What follows belongs to an exercise in optimizing a design on an open flow for small area and a short achievable clock period; a production flow would make more cautious choices. In this exercise RTL edits were held to simulation tests only and were not proved equivalent to the original. The flow treats the clock pin as an ideal source. Dropping or thinning the clock tree relies on that and would not hold on a real chip. Power figures rest on the tool's default switching activity, not on a simulated workload.

==> flow/design.v <==
module apb_master (
  input PCLK,
  input PRESETn,
  input transfer,
  input read_write,
  input  [7:0] write_addr,
  input  [7:0] write_data,
  input  [7:0] read_addr,
  output [63:0] ins,         
  output [7:0] wdata,        
  output [63:0] lo_n,        
  output reg [7:0] hi,       
  input  [7:0] rdata,
  output reg [7:0] read_data_out
);
  reg st1, st2, st3;         
  reg wr1, wr2, wr3;         
  reg wm;                    
  reg wm4;                   
  reg [15:0] ins_h;          
  reg [3:0]  ins_l_n;        
  reg rd1, rd2;              
  reg [2:0] cnt;             
  reg [7:0] addr;
  reg vis;                   
  reg [7:0] wbyte;
  reg wpol;                  
  reg [7:0] rhold;           
  reg rpol;                  
  reg [7:0] rshadow;
  wire idle  = ~(st1 | st2 | st3);
  wire start = idle & transfer;
  wire [7:0] addr_d  = idle ? (read_write ? write_addr : read_addr) : addr;
  always @(posedge PCLK or negedge PRESETn) begin
    if (!PRESETn) begin
      st1 <= 1'b0; st2 <= 1'b0; st3 <= 1'b0;
      wr1 <= 1'b0; wr2 <= 1'b0; wr3 <= 1'b0;
      wm  <= 1'b0;
      rd1 <= 1'b0; rd2 <= 1'b0;
    end else begin
      st1 <= start;
      st2 <= st1;
      st3 <= st2;
      wr1 <= start & read_write;
      wr2 <= wr1;
      wr3 <= wr2;
      wm  <= ((start & read_write) | wr1 | wr2) & (addr_d[1:0] == ~cnt[1:0]);
      rd1 <= start & ~read_write;
      rd2 <= rd1;
    end
  end
  wire wnow = wm | wm4;
  wire [15:0] ins_h_n = ~({16{wnow}} & ins_h);
  genvar c, g;
  generate
    for (g = 0; g < 64; g = g + 1) begin : g_ins
      assign ins[g] = ~(ins_h_n[g / 4] | ins_l_n[g % 4]);
    end
  endgenerate
  wire [7:0]  raddr_d = idle ? read_addr : addr;
  wire [15:0] lo_dec_n;
  wire        vis_d;
  apb_rdec u_rdec (.a(raddr_d[4:0]), .cnt(cnt[1:0]), .lo_n(lo_dec_n), .vis(vis_d));
  wire [2:0] x_now  = {1'b0, addr[1:0]} + cnt + 3'd7;
  wire [2:0] x_next = {1'b0, addr_d[1:0]} + cnt;
  assign wdata = wbyte ^ {8{wpol}};
  wire [7:0] rbyte = rhold ^ {8{rpol}};
  generate
    for (c = 0; c < 4; c = c + 1) begin : g_lo
      apb_lo_reg u_lo (.PCLK(PCLK), .d(lo_dec_n), .q_n(lo_n[16*c +: 16]));
    end
  endgenerate
  wire take1 = rd1 & vis;    
  wire take2 = rd2 & vis;    
  always @(posedge PCLK) begin
    cnt   <= cnt + 3'd1;
    wm4   <= wr3 & (addr[1:0] == ~cnt[1:0]);
    wpol  <= x_next[2];
    ins_h <= 16'h1 << addr_d[7:4];
    ins_l_n <= ~(4'h1 << addr_d[3:2]);
    addr  <= addr_d;
    if (idle)
      wbyte <= write_data;
    hi    <= 8'h1 << raddr_d[7:5];
    vis   <= vis_d;
    if (take1 | take2) begin
      rhold <= rdata;
      rpol  <= x_now[2];
    end
    rshadow <= rbyte;
    read_data_out <= rd2 ? rshadow : rbyte;
  end
endmodule
module apb_lo_reg (
  input PCLK,
  input [15:0] d,
  output reg [15:0] q_n
);
  always @(posedge PCLK)
    q_n <= d;
endmodule
module apb_rdec (
  input  [4:0]  a,
  input  [1:0]  cnt,
  output [15:0] lo_n,
  output        vis
);
  wire p1 = a[1] ^ cnt[1] ^ (a[0] & cnt[0]);
  assign vis  = ~(a[0] ^ cnt[0]);
  assign lo_n = ~(16'h1 << {a[4:2], p1});
endmodule
module apb_slave (
  input PCLK,
  input [63:0] ins,
  input [7:0]  wdata,
  input [63:0] lo_n,         
  input [7:0]  hi,
  output [7:0] rdata
);
  reg [2047:0] mem;
  genvar h, b, k, i;
  generate
    for (k = 0; k < 64; k = k + 1) begin : g_ring
      wire [7:0] d0;
      for (b = 0; b < 8; b = b + 1) begin : g_in
        rd_mux2i u_in (.a0(mem[(4*k+3)*8+b]), .a1(wdata[b]), .s(ins[k]), .y(d0[b]));
      end
      always @(posedge PCLK) begin
        mem[(4*k+0)*8 +: 8] <= d0;
        mem[(4*k+1)*8 +: 8] <= mem[(4*k+0)*8 +: 8];
        mem[(4*k+2)*8 +: 8] <= mem[(4*k+1)*8 +: 8];
        mem[(4*k+3)*8 +: 8] <= mem[(4*k+2)*8 +: 8];
      end
    end
    for (b = 0; b < 8; b = b + 1) begin : g_b
      wire [7:0] z;
      for (h = 0; h < 8; h = h + 1) begin : g_grp
        wire [7:0] t;
        wire [3:0] u;
        for (i = 0; i < 8; i = i + 1) begin : g_t
          rd_oai22 u_t (.a1(mem[(4*(8*h+i)+0)*8+b]), .a2(lo_n[16*(h/2)+2*i]),
                        .b1(mem[(4*(8*h+i)+2)*8+b]), .b2(lo_n[16*(h/2)+2*i+1]), .y(t[i]));
        end
        for (i = 0; i < 4; i = i + 1) begin : g_u
          rd_nor2 u_u (.a(t[2*i]), .b(t[2*i+1]), .y(u[i]));
        end
        rd_nand4 u_z (.a(u[0]), .b(u[1]), .c(u[2]), .d(u[3]), .y(z[h]));
      end
      wire [3:0] v;
      for (i = 0; i < 4; i = i + 1) begin : g_v
        rd_aoi22 u_v (.a1(z[2*i]), .a2(hi[2*i]), .b1(z[2*i+1]), .b2(hi[2*i+1]), .y(v[i]));
      end
      rd_and4 u_r (.a(v[0]), .b(v[1]), .c(v[2]), .d(v[3]), .y(rdata[b]));
    end
  endgenerate
endmodule
module rd_mux2i (input a0, input a1, input s, output y);
  assign y = ~(s ? a1 : a0);
endmodule
module rd_nor2 (input a, input b, output y);
  assign y = ~(a | b);
endmodule
module rd_nand4 (input a, input b, input c, input d, output y);
  assign y = ~(a & b & c & d);
endmodule
module rd_and4 (input a, input b, input c, input d, output y);
  assign y = a & b & c & d;
endmodule
module rd_oai22 (input a1, input a2, input b1, input b2, output y);
  assign y = ~((a1 | a2) & (b1 | b2));
endmodule
module rd_aoi22 (input a1, input a2, input b1, input b2, output y);
  assign y = ~((a1 & a2) | (b1 & b2));
endmodule
module apb_top (
 input PCLK,
 input PRESETn,
 input transfer,
 input read_write,
 input  [7:0] write_addr,
 input  [7:0] write_data,
 input  [7:0] read_addr,
 output [7:0] read_data_out
);
 wire [63:0] ins;
 wire [7:0]  wdata;
 wire [63:0] lo_n;
 wire [7:0]  hi;
 wire [7:0]  rdata;
    apb_master master (
     .PCLK(PCLK), .PRESETn(PRESETn), .transfer(transfer), .read_write(read_write),
     .write_addr(write_addr), .write_data(write_data), .read_addr(read_addr),
     .ins(ins), .wdata(wdata), .lo_n(lo_n), .hi(hi),
     .rdata(rdata), .read_data_out(read_data_out)
    );
    apb_slave slave (
     .PCLK(PCLK), .ins(ins), .wdata(wdata), .lo_n(lo_n), .hi(hi), .rdata(rdata)
    );
endmodule
==> flow/config.mk <==
export PLATFORM = sky130hd
export DESIGN_NAME = apb_top
export DESIGN_NICKNAME = apb_top
export VERILOG_FILES = /design/flow/design.v
export SDC_FILE = /design/flow/constraint.sdc
export NUM_CORES = 8
export LEC_CHECK = 0
export CAP_MARGIN = 40
export CORE_MARGIN = 2
export CORE_UTILIZATION = 60
export PLACE_DENSITY = 0.7
export SETUP_SLACK_MARGIN = 4.6
export SLEW_MARGIN = 85
export SYNTH_HIERARCHICAL = 1
==> flow/constraint.sdc <==
create_clock -name core_clock -period 7.0 [get_ports {PCLK}]
set_input_delay 1.4000 -clock core_clock [delete_from_list [all_inputs] [get_ports {PCLK}]]
set_output_delay 1.4000 -clock core_clock [all_outputs]
set_load 0.01 [all_outputs]
standard.sh (not shown) runs the stock make flow with config.mk's settings and CLKGATE_MAP_FILE= SYNTH_SCRIPT=/design/flow/synth_recipe.tcl, a recipe that flattens the netlist after the stock synthesis.
==> flow/flow/run.sh <==
#!/bin/bash
# The standard layout (standard.sh) with hooks into its steps:
#   flow/downsize.tcl (PRE_FLOORPLAN_TCL) sets logic cells to their
#     smallest size; the floorplan's repair_timing and the later repair
#     steps size up what timing needs.
#   flow/clock_tree.tcl (PRE_CTS_TCL) builds a two-level clock tree in place
#     of TritonCTS.
#   The port buffers are buf_2 cells (BUFFER_PORTS_ARGS).
# The make output goes to standard.log here; ORFS keeps each step's own log
# under orfs/logs/.
set -euo pipefail
export PRE_FLOORPLAN_TCL="$PWD/flow/downsize.tcl"
export PRE_CTS_TCL="$PWD/flow/clock_tree.tcl"
export BUFFER_PORTS_ARGS="-buffer_cell sky130_fd_sc_hd__buf_2"
bash standard.sh > standard.log 2>&1
==> flow/flow/clock_tree.tcl <==
# Builds a two-level clock tree in place of TritonCTS: the clock port drives
# four root buffers, each root drives the leaf buffers of one quadrant, and
# each leaf buffer drives one cluster of about CLK_LEAF_SIZE flip-flops.
# Sourced as PRE_CTS_TCL; it then turns clock_tree_synthesis into a no-op so
# the rest of the standard CTS step (legalisation, repair) runs unchanged.

set ::ctree_leaf_cell [expr {[info exists ::env(CLK_LEAF_CELL)] ? $::env(CLK_LEAF_CELL) : "sky130_fd_sc_hd__clkbuf_16"}]
set ::ctree_root_cell [expr {[info exists ::env(CLK_ROOT_CELL)] ? $::env(CLK_ROOT_CELL) : "sky130_fd_sc_hd__buf_16"}]
set ::ctree_leaf_size [expr {[info exists ::env(CLK_LEAF_SIZE)] ? $::env(CLK_LEAF_SIZE) : 26}]

proc ctree_build {} {
  global ctree_leaf_cell ctree_root_cell ctree_leaf_size
  set block [ord::get_db_block]
  set clk_port_net [$block findNet PCLK]
  set db [ord::get_db]
  set rmaster [$db findMaster $ctree_root_cell]
  set lmaster [$db findMaster $ctree_leaf_cell]
  set sinks {}
  foreach it [$clk_port_net getITerms] {
    set inst [$it getInst]
    set bb [$inst getBBox]
    set x [expr {([$bb xMin] + [$bb xMax]) / 2}]
    set y [expr {([$bb yMin] + [$bb yMax]) / 2}]
    lappend sinks [list [$inst getName] [[$it getMTerm] getName] $x $y]
  }
  set n [llength $sinks]
  set nleaf [expr {max(4, int(round(double($n) / $ctree_leaf_size)))}]
  # columns x rows close to square, with an even number of each
  set cols [expr {max(2, 2 * int(round(sqrt($nleaf) / 2.0)))}]
  set rows [expr {max(2, 2 * int(round(double($nleaf) / $cols / 2.0)))}]
  puts "ctree: $n sinks, $cols x $rows leaf clusters"

  # split into columns of equal count by x, then each column into rows by y
  set byx [lsort -integer -index 2 $sinks]
  set leaves {}
  for {set c 0} {$c < $cols} {incr c} {
    set lo [expr {$c * $n / $cols}]
    set hi [expr {($c + 1) * $n / $cols - 1}]
    set col [lsort -integer -index 3 [lrange $byx $lo $hi]]
    set m [llength $col]
    for {set r 0} {$r < $rows} {incr r} {
      set l2 [expr {$r * $m / $rows}]
      set h2 [expr {($r + 1) * $m / $rows - 1}]
      lappend leaves [list $c $r [lrange $col $l2 $h2]]
    }
  }

  # quadrants: left/right half of the columns, lower/upper half of the rows
  set leaf_idx 0
  foreach q {0 1 2 3} {
    set qc [expr {$q % 2}]
    set qr [expr {$q / 2}]
    set rname "ctree_root_$q"
    set rnet "ctree_rnet_$q"
    set rinst [odb::dbInst_create $block $rmaster $rname]
    set rn [odb::dbNet_create $block $rnet]
    $rn setSigType CLOCK
    [$rinst findITerm X] connect $rn
    [$rinst findITerm A] connect $clk_port_net
    set sx 0; set sy 0; set k 0
    foreach leaf $leaves {
      lassign $leaf c r members
      if {($c >= $cols / 2) != $qc || ($r >= $rows / 2) != $qr} { continue }
      set lname "ctree_leaf_$leaf_idx"
      set lnet "ctree_lnet_$leaf_idx"
      incr leaf_idx
      set linst [odb::dbInst_create $block $lmaster $lname]
      set ln [odb::dbNet_create $block $lnet]
      $ln setSigType CLOCK
      [$linst findITerm X] connect $ln
      [$linst findITerm A] connect $rn
      set lx 0; set ly 0
      foreach s $members {
        lassign $s iname pname x y
        set it [[$block findInst $iname] findITerm $pname]
        $it disconnect
        $it connect $ln
        incr lx $x; incr ly $y
      }
      set lx [expr {$lx / [llength $members]}]
      set ly [expr {$ly / [llength $members]}]
      ctree_place $lname $lx $ly
      incr sx $lx; incr sy $ly; incr k
    }
    ctree_place $rname [expr {$sx / $k}] [expr {$sy / $k}]
  }
  puts "ctree: $leaf_idx leaf buffers, 4 root buffers"
}

proc ctree_place {name x y} {
  set block [ord::get_db_block]
  set inst [$block findInst $name]
  set m [$inst getMaster]
  set x [expr {$x - [$m getWidth] / 2}]
  set y [expr {$y - [$m getHeight] / 2}]
  $inst setLocation $x $y
  $inst setPlacementStatus PLACED
}

ctree_build
set_propagated_clock [all_clocks]
rename ::clock_tree_synthesis ctree_unused_cts
proc ::clock_tree_synthesis {args} { puts "ctree: clock tree already built" }
Other scripts of this flow, unchanged in this note and not shown: flow/flow/downsize.tcl
Next try:
--- a/flow/flow/clock_tree.tcl
+++ b/flow/flow/clock_tree.tcl
@@ -56,5 +56,5 @@
     set rn [odb::dbNet_create $block $rnet]
     $rn setSigType CLOCK
-    [$rinst findITerm X] connect $rn
+    [$rinst findITerm [ctree_out $rmaster]] connect $rn
     [$rinst findITerm A] connect $clk_port_net
     set sx 0; set sy 0; set k 0
@@ -68,5 +68,5 @@
       set ln [odb::dbNet_create $block $lnet]
       $ln setSigType CLOCK
-      [$linst findITerm X] connect $ln
+      [$linst findITerm [ctree_out $lmaster]] connect $ln
       [$linst findITerm A] connect $rn
       set lx 0; set ly 0
@@ -88,4 +88,12 @@
 }
 
+# name of a buffer's or inverter's output pin
+proc ctree_out {master} {
+  foreach mt [$master getMTerms] {
+    if {[$mt getIoType] eq "OUTPUT" && [$mt getSigType] eq "SIGNAL"} { return [$mt getName] }
+  }
+  error "ctree: no output pin on [$master getName]"
+}
+
 proc ctree_place {name x y} {
   set block [ord::get_db_block]
SETUP_SLACK_MARGIN = 4.7   (was 4.6)
SLEW_MARGIN = 65   (was 85)
After rerunning:
- cell count falls by 4.1%
- sequential share of layout area rises by 4.1 points
- global-route usage falls by 1.3 points
- routed wire length falls by 4.7%
- worst setup slack improved by 8.6 ps
- total power falls by 4.4%
- first-iteration DRC count falls by 13%
Next try:
CORE_UTILIZATION = 66   (was 60)
PLACE_DENSITY = 0.75   (was 0.7)
SETUP_SLACK_MARGIN = 4.6   (was 4.7)
SLEW_MARGIN = 70   (was 65)
Outcome: Total power fell by 0.31%; flip-flop and latch count is unchanged; wire length fell by 1.9%; critical path depth is unchanged; synthesized cell count is unchanged; hold slack is about the same; die area fell by 9.0%; final area is about the same; global-route usage rose by 2.1 points; via count rose by 0.89%.
Next try:
--- a/flow/flow/clock_tree.tcl
+++ b/flow/flow/clock_tree.tcl
@@ -56,5 +56,5 @@
     set rn [odb::dbNet_create $block $rnet]
     $rn setSigType CLOCK
-    [$rinst findITerm [ctree_out $rmaster]] connect $rn
+    [$rinst findITerm X] connect $rn
     [$rinst findITerm A] connect $clk_port_net
     set sx 0; set sy 0; set k 0
@@ -68,5 +68,5 @@
       set ln [odb::dbNet_create $block $lnet]
       $ln setSigType CLOCK
-      [$linst findITerm [ctree_out $lmaster]] connect $ln
+      [$linst findITerm X] connect $ln
       [$linst findITerm A] connect $rn
       set lx 0; set ly 0
@@ -88,12 +88,4 @@
 }
 
-# name of a buffer's or inverter's output pin
-proc ctree_out {master} {
-  foreach mt [$master getMTerms] {
-    if {[$mt getIoType] eq "OUTPUT" && [$mt getSigType] eq "SIGNAL"} { return [$mt getName] }
-  }
-  error "ctree: no output pin on [$master getName]"
-}
-
 proc ctree_place {name x y} {
   set block [ord::get_db_block]
CORE_UTILIZATION = 60   (was 66)
PLACE_DENSITY = 0.7   (was 0.75)
Effect:
- The new run went through all stages and came out clean
- global-route usage fell by 1.9 points
- cell count increases by 2.3%
- utilization shrinks by 6.8 points
- worst setup slack improved by 18 ps
- design area grows by 0.39%
- clock skew rose by 11 ps
- routed wire length grows by 2.4%
- power stays flat
Next try:
SLEW_MARGIN = 40   (was 70)
Power drops by 0.59%.
Via count hardly moves.
Worst hold slack barely changes.
Sequential share of layout area climbs by 0.63 points.
Fmax drops by 3.0%.
No run of this note takes its clock network from TritonCTS; it comes from the design's own scripts or RTL.

[port drivers added, routing unchanged]
Ports are ideal in the flow. The routed layouts listed here were re-timed in OpenROAD.
Step 1, drivers: a clkbuf_16 drives PCLK and a buf_2 each remaining input, both assumed.
Step 2 adds t to the input delays and takes it off the output delays; t is the mean of the earliest and latest rising clock arrival at the registers after step 1. Input paths then give back, and output paths get back, about the clock's delay inside the block.
Three values: no drivers, after step 1, after step 2; two values: the first two.
run | t (ns) | setup WS [ns] | worst setup path after step 2 | worst register clock-pin slew, ns | pins driven straight from the clock port
the first run | 0.678 | 4.635 / 4.480 / 4.051 | input to register | 0.11 / 0.11 | 4
the second run | 0.669 | 4.644 / 4.480 / 4.127 | input to register | 0.11 / 0.11 | 4
the third run | 0.672 | 4.632 / 4.469 / 4.195 | input to register | 0.11 / 0.11 | 4
the fourth run | 0.676 | 4.650 / 4.486 / 4.156 | input to register | 0.11 / 0.11 | 4
the fifth run | 0.677 | 4.577 / 4.472 / 4.135 | input to register | 0.10 / 0.10 | 4
After both steps setup and hold are still met in every run listed. The setup slack of the first run, which loses most, moves by -0.155 ns with the drivers and by -0.584 ns with both steps.
